From an optimization exercise on the open Yosys and OpenROAD flow, aimed at small area, a short achievable clock period and few clock cycles; shortcuts taken in it are not production practice.
No run shown here included a check of the RTL's function; only the layout flow was run.
No driver is modelled on the clock port, so clock power and skew are understated where the tree is cut down; a real chip needs a root buffer or a tree.
Power and IR drop assume default switching activity.

--- design/flow/standard.sh ---
#!/bin/bash
# synth_recipe.tcl (not shown) runs the flow's synth.tcl, then flattens the netlist and writes it again
# the make line also repeats each setting of config.mk as NAME=value (left out here)
make -C /OpenROAD-flow-scripts/flow DESIGN_CONFIG=/design/flow/config.mk WORK_HOME=/design/flow/orfs CLKGATE_MAP_FILE= SYNTH_SCRIPT=/design/flow/synth_recipe.tcl "${@:-finish}"
--- design/flow/config.mk ---
export PLATFORM = sky130hd
export DESIGN_NAME = lcd_ctrl
export DESIGN_NICKNAME = lcd_ctrl
export VERILOG_FILES = /design/flow/design.v
export SDC_FILE = /design/flow/constraint.sdc
export NUM_CORES = 4
export LEC_CHECK = 0
export ABC_CLOCK_PERIOD_IN_PS = 2000
export CAP_MARGIN = 20
export CORE_MARGIN = 2
export CORE_UTILIZATION = 40
export SETUP_SLACK_MARGIN = 3.5
export SLEW_MARGIN = 20
--- design/flow/constraint.sdc ---
create_clock -name core_clock -period 5.5 [get_ports {clk}]
set_input_delay 1.1000 -clock core_clock [delete_from_list [all_inputs] [get_ports {clk}]]
set_output_delay 1.1000 -clock core_clock [all_outputs]
set_load 0.01 [all_outputs]
--- design/flow/flow/run.sh ---
#!/bin/bash
set -euo pipefail
export CTS_ARGS="-sink_clustering_enable -repair_clock_nets -dont_use_dummy_load -buf_list sky130_fd_sc_hd__clkbuf_16 -sink_clustering_size 30 -sink_clustering_max_diameter 200 -sink_buffer_max_cap_derate 0.12"
export BUFFER_PORTS_ARGS="-buffer_cell sky130_fd_sc_hd__buf_2"
export POST_CTS_TCL="$(pwd)/flow/post_cts.tcl"
bash standard.sh > standard.log 2>&1
--- design/flow/design.v ---
module lcd_ctrl(clk, reset, datain, cmd, cmd_valid, dataout, output_valid, busy);
input           clk;
input           reset;
input   [7:0]   datain;
input   [2:0]   cmd;
input           cmd_valid;
output  reg [7:0] dataout;
output  reg     output_valid;
output  reg     busy;
reg  [7:0] p [0:35];     
reg        loading;      
reg  [1:0] wr, wc;       
reg  [3:0] pq;           
reg  [1:0] pm;
reg        cv_r;         
reg  [2:0] cmd_r;        
reg        qv;           
reg        rd;           
reg  [3:0] rcnt;         
reg  [3:0] rq;           
integer i, k;
reg [7:0] g0, g1, g2, tap;
always @* begin
  case (rq[1:0])
    2'd0: begin g0 = p[0];  g1 = p[12]; g2 = p[24]; end
    2'd1: begin g0 = p[3];  g1 = p[15]; g2 = p[27]; end
    2'd2: begin g0 = p[6];  g1 = p[18]; g2 = p[30]; end
    default: begin g0 = p[9]; g1 = p[21]; g2 = p[33]; end
  endcase
  tap = rq[3] ? g2 : rq[2] ? g1 : g0;
end
reg [3:0] qm1, qm2, qm3, qp1, qp2;
always @* begin
  qm1 = 4'd0; qm2 = 4'd0; qm3 = 4'd0; qp1 = 4'd0; qp2 = 4'd0;
  for (k = 0; k < 12; k = k + 1)
    if (pq == k) begin
      qm1 = (k + 11) % 12; qm2 = (k + 10) % 12; qm3 = (k + 9) % 12;
      qp1 = (k + 1) % 12;  qp2 = (k + 2) % 12;
    end
end
wire       m0 = (pm == 2'd0);
wire       m1 = (pm == 2'd1);
wire [1:0] pm_dec = m0 ? 2'd2 : {1'b0, pm[1]};           
wire [1:0] pm_inc = {pm[0], ~pm[1] & ~pm[0]};            
wire rt_ok = (wc != 2'd3);
wire lf_ok = (wc != 2'd0);
wire up_ok = (wr != 2'd0);
wire dn_ok = (wr != 2'd3);
wire acc = cmd_valid & ~busy;
reg  [1:0] npm;
always @* begin
  npm = pm_dec;
  if (acc)
    case (cmd)
      3'd1: npm = 2'd2;
      3'd2: if (rt_ok) npm = pm;
      3'd3: if (lf_ok) npm = pm_inc;
      default: ;
    endcase
end
wire r_ld = cv_r & (cmd_r == 3'd1);
wire r_rt = cv_r & (cmd_r == 3'd2) & rt_ok;
wire r_lf = cv_r & (cmd_r == 3'd3) & lf_ok;
wire r_up = cv_r & cmd_r[2] & ~cmd_r[0] & up_ok;
wire r_dn = cv_r & cmd_r[2] &  cmd_r[0] & dn_ok;
wire r_st = ~(r_ld | r_rt | r_lf | r_up | r_dn);      
wire [3:0] npq = acc  ? pq :
                 ({4{r_ld}} & 4'd4) |
                 ({4{r_st & cv_r}} & (m1 ? pq : qm1)) |
                 ({4{~cv_r | r_rt}} & (m0 ? qm1 : pq)) |
                 ({4{r_lf}} & qm1) |
                 ({4{r_up}} & (m1 ? qm2 : qm3)) |
                 ({4{r_dn}} & (m1 ? qp2 : qp1));
wire [3:0] pq_s = ({4{r_st | r_rt}} & pq) | ({4{r_lf}} & qm1) |
                  ({4{r_up}} & qm2) | ({4{r_dn}} & qp2);
reg [3:0] rq_inc, rcnt_inc;
always @* begin
  rq_inc = 4'd0; rcnt_inc = 4'd0;
  for (k = 0; k < 12; k = k + 1)
    if (rq == k) rq_inc = (k + 1) % 12;
  for (k = 0; k < 8; k = k + 1)
    if (rcnt == k) rcnt_inc = k + 1;
end
wire last    = (rcnt == 4'd8);
wire free    = ~rd | last;
wire start   = qv & free & m1;
wire m2      = (pm == 2'd2);
wire ldpulse = loading & ~cv_r & (((pq == 4'd11) & ~m2) | ((pq == 4'd10) & m2) |
                                  ((pq == 4'd9)  & ~m2) | ((pq == 4'd8)  & m2) |
                                  ((pq == 4'd7)  & ~m2) | ((pq == 4'd6)  & m2));
wire ldend   = (pq == 4'd5) & m0 & ~cv_r;
reg        nrd;
reg  [3:0] nrcnt, nrq;
always @* begin
  nrd = rd; nrcnt = rcnt; nrq = rq;
  if (reset) begin
    nrd = 1'b0;
    nrcnt = 4'd8;
  end else if (start) begin
    nrd = 1'b1;
    nrcnt = 4'd0;
    nrq = pq_s;
  end else if (rd & ~last) begin
    nrcnt = rcnt_inc;
    if (rcnt == 4'd2 || rcnt == 4'd5)
      nrq = rq_inc;
  end else begin
    nrd = ldpulse;
    if (ldpulse) nrq = 4'd11;
  end
end
wire unsafe_st = (pq_s == 4'd8) | (pq_s == 4'd9) | (pq_s == 4'd10);
wire unsafe_rd = rd & (((rq == 4'd8) & (rcnt == 4'd0)) |
                       ((rq == 4'd9) & (rcnt <= 4'd2)) |
                       ((rq == 4'd10) & ((rcnt == 4'd0) | (rcnt == 4'd3))));
wire unsafe = ~reset & (start ? unsafe_st : unsafe_rd);
wire       nload = ~reset & ((acc & (cmd == 3'd1)) | (loading & ~ldend));
wire       nqv   = ~reset & ((acc & ~(cmd == 3'd1)) | (qv & ~start));
always @(posedge clk) begin
  for (i = 0; i < 35; i = i + 1)
    p[i] <= p[i+1];
  p[35] <= loading ? datain : p[0];
  dataout <= tap;
  loading <= nload;
  qv      <= nqv;
  busy    <= ~reset & (acc | (loading & ~ldend) | (qv & ~start) | unsafe);
  output_valid <= ~reset & rd;
  cv_r  <= ~reset & acc;
  cmd_r <= cmd;
  pq    <= npq;
  pm    <= npm;
  if (r_ld) begin
    wr <= 2'd2; wc <= 2'd2;
  end else begin
    if (r_rt) wc <= {wc[1] ^ wc[0], ~wc[0]};
    if (r_lf) wc <= {wc[1] ^ ~wc[0], ~wc[0]};
    if (r_up) wr <= {wr[1] ^ ~wr[0], ~wr[0]};
    if (r_dn) wr <= {wr[1] ^ wr[0], ~wr[0]};
  end
  rd   <= nrd;
  rcnt <= nrcnt;
  rq   <= nrq;
end
endmodule
--- design/flow/flow/post_cts.tcl ---
set block [ord::get_db_block]
set clknet [[$block findBTerm clk] getNet]
set roots {}
foreach it [$clknet getITerms] { lappend roots [$it getInst] }
if {[llength $roots] == 1} {
  set root [lindex $roots 0]
  set onet [[$root findITerm X] getNet]
  set loads {}
  foreach it [$onet getITerms] {
    if {[$it getInst] != $root} { lappend loads $it }
  }
  if {[llength $loads] <= 4} {
    puts "post_cts: removing clock root buffer [$root getName], [llength $loads] loads move to the clock port"
    foreach it $loads { $it disconnect; $it connect $clknet }
    odb::dbInst_destroy $root
    odb::dbNet_destroy $onet
    estimate_parasitics -placement
    repair_timing_helper
    detailed_placement
    check_placement -verbose
  }
}
==> summary.md, run 1 <==
| Metric | Value |
|---|---|
| Result of the run | no timing/DRC/antenna violations |
| Final routed DRC violation total | 0 |
| Wire length of the first global-routing pass | roughly 24000 um |
| Detailed-route vias per instance | between 4 and 5 |
| Post-synth cell types | 66 |
| Hpwl dp | 9196 um |
| Hold WC Path Type | reg -> reg |
| Max-capacitance violation count | 0 |
| Num Clock Sinks | approximately 320 |
| DIE AREA | 23220 um2 |
| Fmax | 0.5107 GHz |
| Number of stages on the worst hold path | 0 |
| Async set or reset register ratio after synthesis | 0 |
| Net switching component of the power | 1.050 mW |
| Switching share of power | 0.2493 |
| Mean post-synth cell area | 14.11 um2 |
| Number of global-route vias before repair | 4687 |
| Layout Nets | approximately 680 |
| Initial Util | 0.4061 |
| Clock latency at the later pin of the worst-skew pair | 350 ps |
| Number of enable flip-flop cells after synthesis | 10 |
| Period utilization | 0.3560 |
| PwrDens | approximately 430 nW/um2 |
| Comb power frac | 0.140 |
| Growth of design area from synthesis to finish | 12.40% |
| Die extent in y | 152.4 um |
| Final count of negative-setup-slack endpoints | 0 |
| Sum of overflow across all layers after global routing | 0 |
| GRT Total Usage | 0.1267 |
| Clock edge transition at the registers on the reported setup and hold paths | 120 ps |
| Minimum setup slack after placement | 2873 ps |
| Detailed router's first-iteration violation count | 198 |
| Number of routed nets with antenna violations | 0 |
| Top-area cell type share of the netlist area | 0.7115 |
| Ratio of cells with drive above 1 in the final layout | 0.2281 |
| Routed len/inst | 15.90 um |
| Ys flop type | sky130_fd_sc_hd__dfxtp_1 |
| Area of the core region | 21690 um2 |
| Data required time at the worst endpoint | roughly 5700 ps |
| Proportion of power drawn by flip-flops and latches | 0.610 |
| Number of instances in the synthesized netlist | 624 |
| Leak pwr | 3.798 nW |
| Final count of hold timing violations | 0 |
| Pre-antenna DRT Iters | 4 |
| Count of pins on the block boundary | 24 |
| Top post-synthesis cells by area | sky130_fd_sc_hd__dfxtp_1 (71%), sky130_fd_sc_hd__mux4_2 (6.1%), sky130_fd_sc_hd__edfxtp_1 (3.4%) |
| Peak supply drop | 0.0002450 V |
| Critical Path Fanout Max | 7 |
| Transition time at the pin with the least slew margin | 877.3 ps |
| Clock Power Share | 0.250 |
| Worst path setup slack after routing | around 3500 ps |
| Maximum number of pins on one net before global-route repair | 31 |
| Number of warnings reported in the yosys synthesis log | 2 |
| RSZ-0062 raised after global routing | true |
| Syn_nets | 638 |
| Crit path kind | reg -> reg |
| Number of synthesized register bits | 323 |
| Number of slew-limit violations in the final report | 0 |
| Final antenna diode count | 0 |
| Global placer's final weighted congestion | roughly 0.77 |
| Cell type contributing the most total cell area after synthesis | sky130_fd_sc_hd__dfxtp_1 |
| FP Rows | 54 |
| Setup TNS | 0 ps |
| Crit path capture type | register |
| Startpoint class of the critical path | register |
| Initial antenna violation count | 0 |
| Final clock skew | ~22 ps |
| Chip Width | 152.4 um |
| Headroom to the max-slew limit | 0.4151 |
| Worst-case reg-to-reg path depth | 6 |
| Via count of the routed design | 4608 |
| Tmin final | just under 2000 ps |
| Filler cells | 1920 |
| Post-Synthesis Cell Area | approximately 8800 um2 |
| Internal power | 3.164 mW |
| Input/output buffers | 23 |
| Final wirelength | 14980 um |
| Sequential cell area fraction in the yosys report | 0.7456 |
| Worst path arrival time | 2200 ps |
power by group through the flow:
stage | sequential (mW) | combinational (mW) | clock (mW)
finish | 2.57 | 0.591 | 1.05
detailed placement | 2.66 | 0.383 | 0
floorplan | 2.56 | 0.371 | 0
global placement | 2.66 | 0.380 | 0
global route | 2.59 | 0.643 | 1.17
worst paths after layout:
path / startpoint / to / slack [ps]
worst min-delay path: p[19][5] / p[18][5] / 310
worst max register to register: pq[2] / busy / 3540
worst max-delay path: pq[2] / busy / 3540
worst min register to register: p[19][5] / p[18][5] / 310
sequential cells by signal (all words and copies together), names as in the netlist:
register,count
wr,2
p,288
busy,1
cmd_r,3
loading,1
wc,2
pm,2
rd,1
pq,4
rcnt,4
qv,1
output_valid,1
rq,4
cv_r,1
dataout,8
metal layers:
metal  part of all wire  vias up  track usage
met5                  0        -            0
met4              0.019        0      0.03471
met3              0.038       20      0.01735
met2               0.47       81       0.2081
met1               0.48     2261       0.1772
li1                   -     2246            -
stage by stage:
stage / util / instance area (um2) / hold slack [ps] / power, mW / std cells
after floorplan: - / 8817 / 309.6 / 2.932 / 624
after global placement: 0.4216 / 9144 / 310.3 / 3.041 / 898
after detailed placement: 0.4216 / 9144 / 312.1 / 3.046 / 898
after global routing: 0.4564 / 9899 / 327.5 / 4.398 / 942
final: 0.4564 / 9899 / 312.7 / 4.214 / 942
Yosys cell counts (7+ instances only):
| cell type | n |
|---|---|
| sky130_fd_sc_hd__buf_2 | 17 |
| sky130_fd_sc_hd__nand3_1 | 7 |
| sky130_fd_sc_hd__edfxtp_1 | 10 |
| sky130_fd_sc_hd__mux4_2 | 24 |
| sky130_fd_sc_hd__mux2_2 | 8 |
| sky130_fd_sc_hd__dfxtp_1 | 313 |
| sky130_fd_sc_hd__mux2i_1 | 11 |
| sky130_fd_sc_hd__nor2_1 | 25 |
| sky130_fd_sc_hd__nor3_1 | 10 |
| sky130_fd_sc_hd__clkbuf_1 | 8 |
| sky130_fd_sc_hd__inv_1 | 8 |
| sky130_fd_sc_hd__o21ai_0 | 24 |
| sky130_fd_sc_hd__nand2_1 | 26 |
| sky130_fd_sc_hd__a21oi_1 | 26 |
layout by cell type (no fill, tap or decap), types with 6 or more instances in the layout:
cell type                   synthesis  routed
sky130_fd_sc_hd__dfxtp_1          313     300
sky130_fd_sc_hd__nand3_1            7       7
sky130_fd_sc_hd__a21oi_1           26      24
sky130_fd_sc_hd__mux4_2            24      24
sky130_fd_sc_hd__clkbuf_16          0      13
sky130_fd_sc_hd__nand2_1           26      25
sky130_fd_sc_hd__mux2_2             8       8
sky130_fd_sc_hd__edfxtp_1          10      10
sky130_fd_sc_hd__dfxtp_2            0       9
sky130_fd_sc_hd__o211ai_1           6       6
sky130_fd_sc_hd__buf_4              2      31
sky130_fd_sc_hd__mux2i_1           11      10
sky130_fd_sc_hd__buf_6              1       6
sky130_fd_sc_hd__nor3_1            10      10
sky130_fd_sc_hd__o21ai_0           24      21
sky130_fd_sc_hd__inv_1              8       6
sky130_fd_sc_hd__nor2_1            25      23
sky130_fd_sc_hd__buf_2             17      19
worst max-delay path, stage by stage (launching register included):
cell and delay [ps]:
sky130_fd_sc_hd__edfxtp_1 530, sky130_fd_sc_hd__and2_2 290, sky130_fd_sc_hd__or4_1 490, sky130_fd_sc_hd__o21ai_0 90
sky130_fd_sc_hd__o22ai_1 150, sky130_fd_sc_hd__o21ai_1 200, sky130_fd_sc_hd__o41ai_2 100
area by class of cell:
cell class	count	area [um2]	area share
sequential	323	6593	0.6660
multi-input combinational	261	2198	0.2221
timing repair buffer	56	395.4	0.03994
tap	280	350.3	0.03539
clock buffer	13	325.3	0.03286
inverter	9	37.54	0.003792
cell families after synthesis:
family,after synthesis,synth area share
flip-flops,323,0.7456
AND/OR/NAND/NOR,112,0.06563
AO/OA/AOI/OAI,102,0.07942
multiplexers,43,0.08410
buffers and inverters,40,0.02131
XOR/XNOR,4,0.003979
==> run 2, diff against run 1 <==
--- a/design/flow/config.mk
+++ b/design/flow/config.mk
@@ -9,5 +9,5 @@
 export CAP_MARGIN = 20
 export CORE_MARGIN = 2
 export CORE_UTILIZATION = 40
-export SETUP_SLACK_MARGIN = 3.5
+export SETUP_SLACK_MARGIN = 3.3
 export SLEW_MARGIN = 20
==> run 2 against run 1 <==
Effect of this change:
- critical path depth up 1
- register-to-register slack worse by 160 ps
- core utilization down 1.2 points
- via count down 0.74%
- routed wire length down 2.7%
- global-route usage down 0.37 points
- final area down 2.5%
- final cell count down 1.5%
- clock power about the same
- synthesized cell count unchanged
- sequential share of layout area up 1.5 points
- critical path type unchanged
- largest power group unchanged
- highest routed layer is now met5
==> summary.md, run 2 <==
| Metric | Value |
|---|---|
| Result of the run | no timing/DRC/antenna violations |
| Reg with most FFs | p |
| Sequential cell area fraction in the yosys report | 0.7456 |
| Startpoint class of the critical path | register |
| Number of instances in the synthesized netlist | 624 |
| Top cells by instance count after synthesis | sky130_fd_sc_hd__dfxtp_1 (313), sky130_fd_sc_hd__a21oi_1 (26), sky130_fd_sc_hd__nand2_1 (26) |
| Minimum setup slack after placement | ~2900 ps |
| Leading cell type in the layout, fill and taps excluded | sky130_fd_sc_hd__dfxtp_1 |
| Comb power frac | 0.131 |
| Final antenna diode count | 0 |
| Max-capacitance violation count | 0 |
| Routed len/inst | between 15 and 20 um |
| Proportion of power drawn by flip-flops and latches | 0.616 |
| Transition time at the pin with the least slew margin | approximately 910 ps |
| Net switching component of the power | 1.034 mW |
| GRT Total Usage | 0.1230 |
| Number of routed nets with antenna violations | 0 |
| Initial antenna violation count | 1 |
| Critical Path Fanout Max | 7 |
| Crit path kind | reg -> reg |
| Wire length of the first global-routing pass | approximately 24000 um |
| Initial Util | 0.4061 |
| Chip Width | 152.4 um |
| Async set or reset register ratio after synthesis | 0 |
| Pre-antenna DRT Iters | 4 |
| Layout Nets | 664 |
| Top post-synthesis cells by area | sky130_fd_sc_hd__dfxtp_1 (71%), sky130_fd_sc_hd__mux4_2 (6.1%), sky130_fd_sc_hd__edfxtp_1 (3.4%) |
| Data required time at the worst endpoint | 5730 ps |
| Syn_nets | 638 |
| Number of enable flip-flop cells after synthesis | 10 |
| Number of placed cells counting well taps | 898 |
| Number of global-route vias before repair | 4537 |
| Cell with the most instances after synthesis | sky130_fd_sc_hd__dfxtp_1 |
| Hpwl dp | 8856 um |
| Post-layout power | 4.174 mW |
| Worst-case reg-to-reg path depth | 7 |
| Headroom to the max-slew limit | 0.3946 |
| Tmin final | 2117 ps |
| Fmax | approximately 0.47 GHz |
| Count of pins on the block boundary | 24 |
| FP Rows | 54 |
| Cell area after layout | 9649 um2 |
| Number of synthesized register bits | 323 |
| Number of warnings reported in the yosys synthesis log | 2 |
| Growth of design area from synthesis to finish | 9.561% |
| Final count of hold timing violations | 0 |
| Setup TNS | 0 ps |
| DIE AREA | 23220 um2 |
| Num Clock Sinks | 323 |
| Global placer's final weighted congestion | 0.8009 |
| Clock Power Share | 0.253 |
| Detailed router's first-iteration violation count | 211 |
| Final count of negative-setup-slack endpoints | 0 |
| Crit path capture type | register |
| Ys flop type | sky130_fd_sc_hd__dfxtp_1 |
| Max FFs per register | 288 |
| Mean post-synth cell area | 14.11 um2 |
| Period utilization | 0.3849 |
| Clock latency at the later pin of the worst-skew pair | roughly 340 ps |
| Area of the core region | 21690 um2 |
| Maximum number of pins on one net before global-route repair | 31 |
| Clock edge transition at the registers on the reported setup and hold paths | roughly 120 ps |
| Peak supply drop | ~0.00025 V |
| Number of stages on the worst hold path | 0 |
| Post-placement cell area | 9136 um2 |
| Cell type contributing the most total cell area after synthesis | sky130_fd_sc_hd__dfxtp_1 |
| Final routed DRC violation total | 0 |
| Top-area cell type share of the netlist area | 0.7115 |
| Input/output buffers | 23 |
| Switching share of power | 0.2476 |
| Leak pwr | between 3 and 4 nW |
| Internal power | 3.141 mW |
| Sum of overflow across all layers after global routing | 0 |
| Worst path setup slack after routing | 3383 ps |
| PwrDens | 432.6 nW/um2 |
| Final wirelength | 14570 um |
| Number of slew-limit violations in the final report | 0 |
| Ratio of cells with drive above 1 in the final layout | 0.1744 |
| Biggest regs | p: 288 flops, dataout: 8 flops |
| Post-Synthesis Cell Area | 8807 um2 |
| Commonest cells after routing, fill and taps aside | sky130_fd_sc_hd__dfxtp_1 (308), sky130_fd_sc_hd__nand2_1 (26), sky130_fd_sc_hd__nor2_1 (25), sky130_fd_sc_hd__a21oi_1 (25), sky130_fd_sc_hd__mux4_2 (24) |
| Worst path arrival time | approximately 2300 ps |
| Detailed-route vias per instance | 4.929 |
| Final clock skew | 19.41 ps |
| RSZ-0062 raised after global routing | false |
| Post-synth cell types | 66 |
| Die extent in y | between 150 and 200 um |
| Via count of the routed design | 4574 |
| Hold WC Path Type | reg -> reg |
| Final cell count without fillers | 928 |
## run 2: cell counts after synthesis
No cell type changed its count.
## run 2: worst max-delay path, cell delays in order, from the launching register on
cell and delay (ps):
sky130_fd_sc_hd__edfxtp_1 520, sky130_fd_sc_hd__buf_4 200, sky130_fd_sc_hd__and2_1 230, sky130_fd_sc_hd__or4_1 510, sky130_fd_sc_hd__o21ai_0 100, sky130_fd_sc_hd__o22ai_1 140
sky130_fd_sc_hd__o21ai_1 200, sky130_fd_sc_hd__o41ai_2 90
## run 2: power groups by stage
stage / clock network [mW] / logic (mW) / registers (mW)
after floorplan: 0 / 0.369 / 2.56
after global placement: 0 / 0.388 / 2.65
after detailed placement: 0 / 0.389 / 2.66
after global routing: 1.18 / 0.602 / 2.59
final: 1.06 / 0.549 / 2.57
## run 2: final timing paths
path | start | endpoint | slack [ps]
max | pq[3] | busy | 3380
min | p[17][5] | p[16][5] | 320
max reg2reg | pq[3] | busy | 3380
min reg2reg | p[17][5] | p[16][5] | 320
## run 2: area by class of cell
cell class | instances | area [um2]
Multi-Input combinational cell | 261 | 2107
Clock buffer | 13 | 325.3
Sequential cell | 323 | 6575
Fill cell | 1910 | 12040
Inverter | 9 | 33.78
Tap cell | 280 | 350.3
Timing Repair Buffer | 42 | 257.7
## run 2: cell families after synthesis
group	count (synthesis)	share of synthesized area
flops	323	0.7456
simple gates	112	0.06563
compound gates	102	0.07942
mux	43	0.08410
buf+inv	40	0.02131
xor+xnor	4	0.003979
## run 2: routing by layer
| metal | routed length [um] | GRT usage | vias to the layer above |
|---|---|---|---|
| li1 | - | - | 2211 |
| met1 | 6955 | 0.1685 | 2256 |
| met2 | 6776 | 0.2033 | 83 |
| met3 | 566 | 0.02162 | 22 |
| met4 | 264 | 0.03160 | 2 |
| met5 | 11 | 0 | - |
## run 2: metrics by stage
step / utilization / hold slack [ps]
global route: 0.4449 / 327.7
detailed placement: 0.4213 / 312.1
floorplan: - / 309.6
global placement: 0.4213 / 310.9
finish: 0.4449 / 316.0

re-timing with driven ports:
In the flow no input, the clock included, has a driving cell. The finished layouts below were timed again as built, in two steps. Step 1 (the two cells are an assumption about what drives the block):
set clk [get_ports {clk}]
set_driving_cell -lib_cell sky130_fd_sc_hd__clkbuf_16 $clk
set_driving_cell -lib_cell sky130_fd_sc_hd__buf_2 [delete_from_list [all_inputs] $clk]
Step 2 times the ports against the registers' clock, not the clock port: input delays grow and output delays shrink by t, the midpoint of the rising clock arrivals with the driver on. Slacks: ideal ports / drivers / drivers and shift; pairs: ideal ports / drivers.
| run | t, ns | setup slack, ns | slew at the worst register clock pin (ns) | worst data-port slew with drivers (ns) | cell pins on the clock port's net |
|---|---|---|---|---|---|
| run 1 | 0.395 | 3.542 / 3.532 / 3.243 | 0.12 / 0.12 | 0.04 | 2 |
| run 2 | 0.396 | 3.383 / 3.383 / 3.097 | 0.12 / 0.12 | 0.06 | 2 |
After both steps setup and hold are still met in every run listed. The setup slack of run 1, which loses most, moves by -0.010 ns with the drivers and by -0.299 ns with both steps.
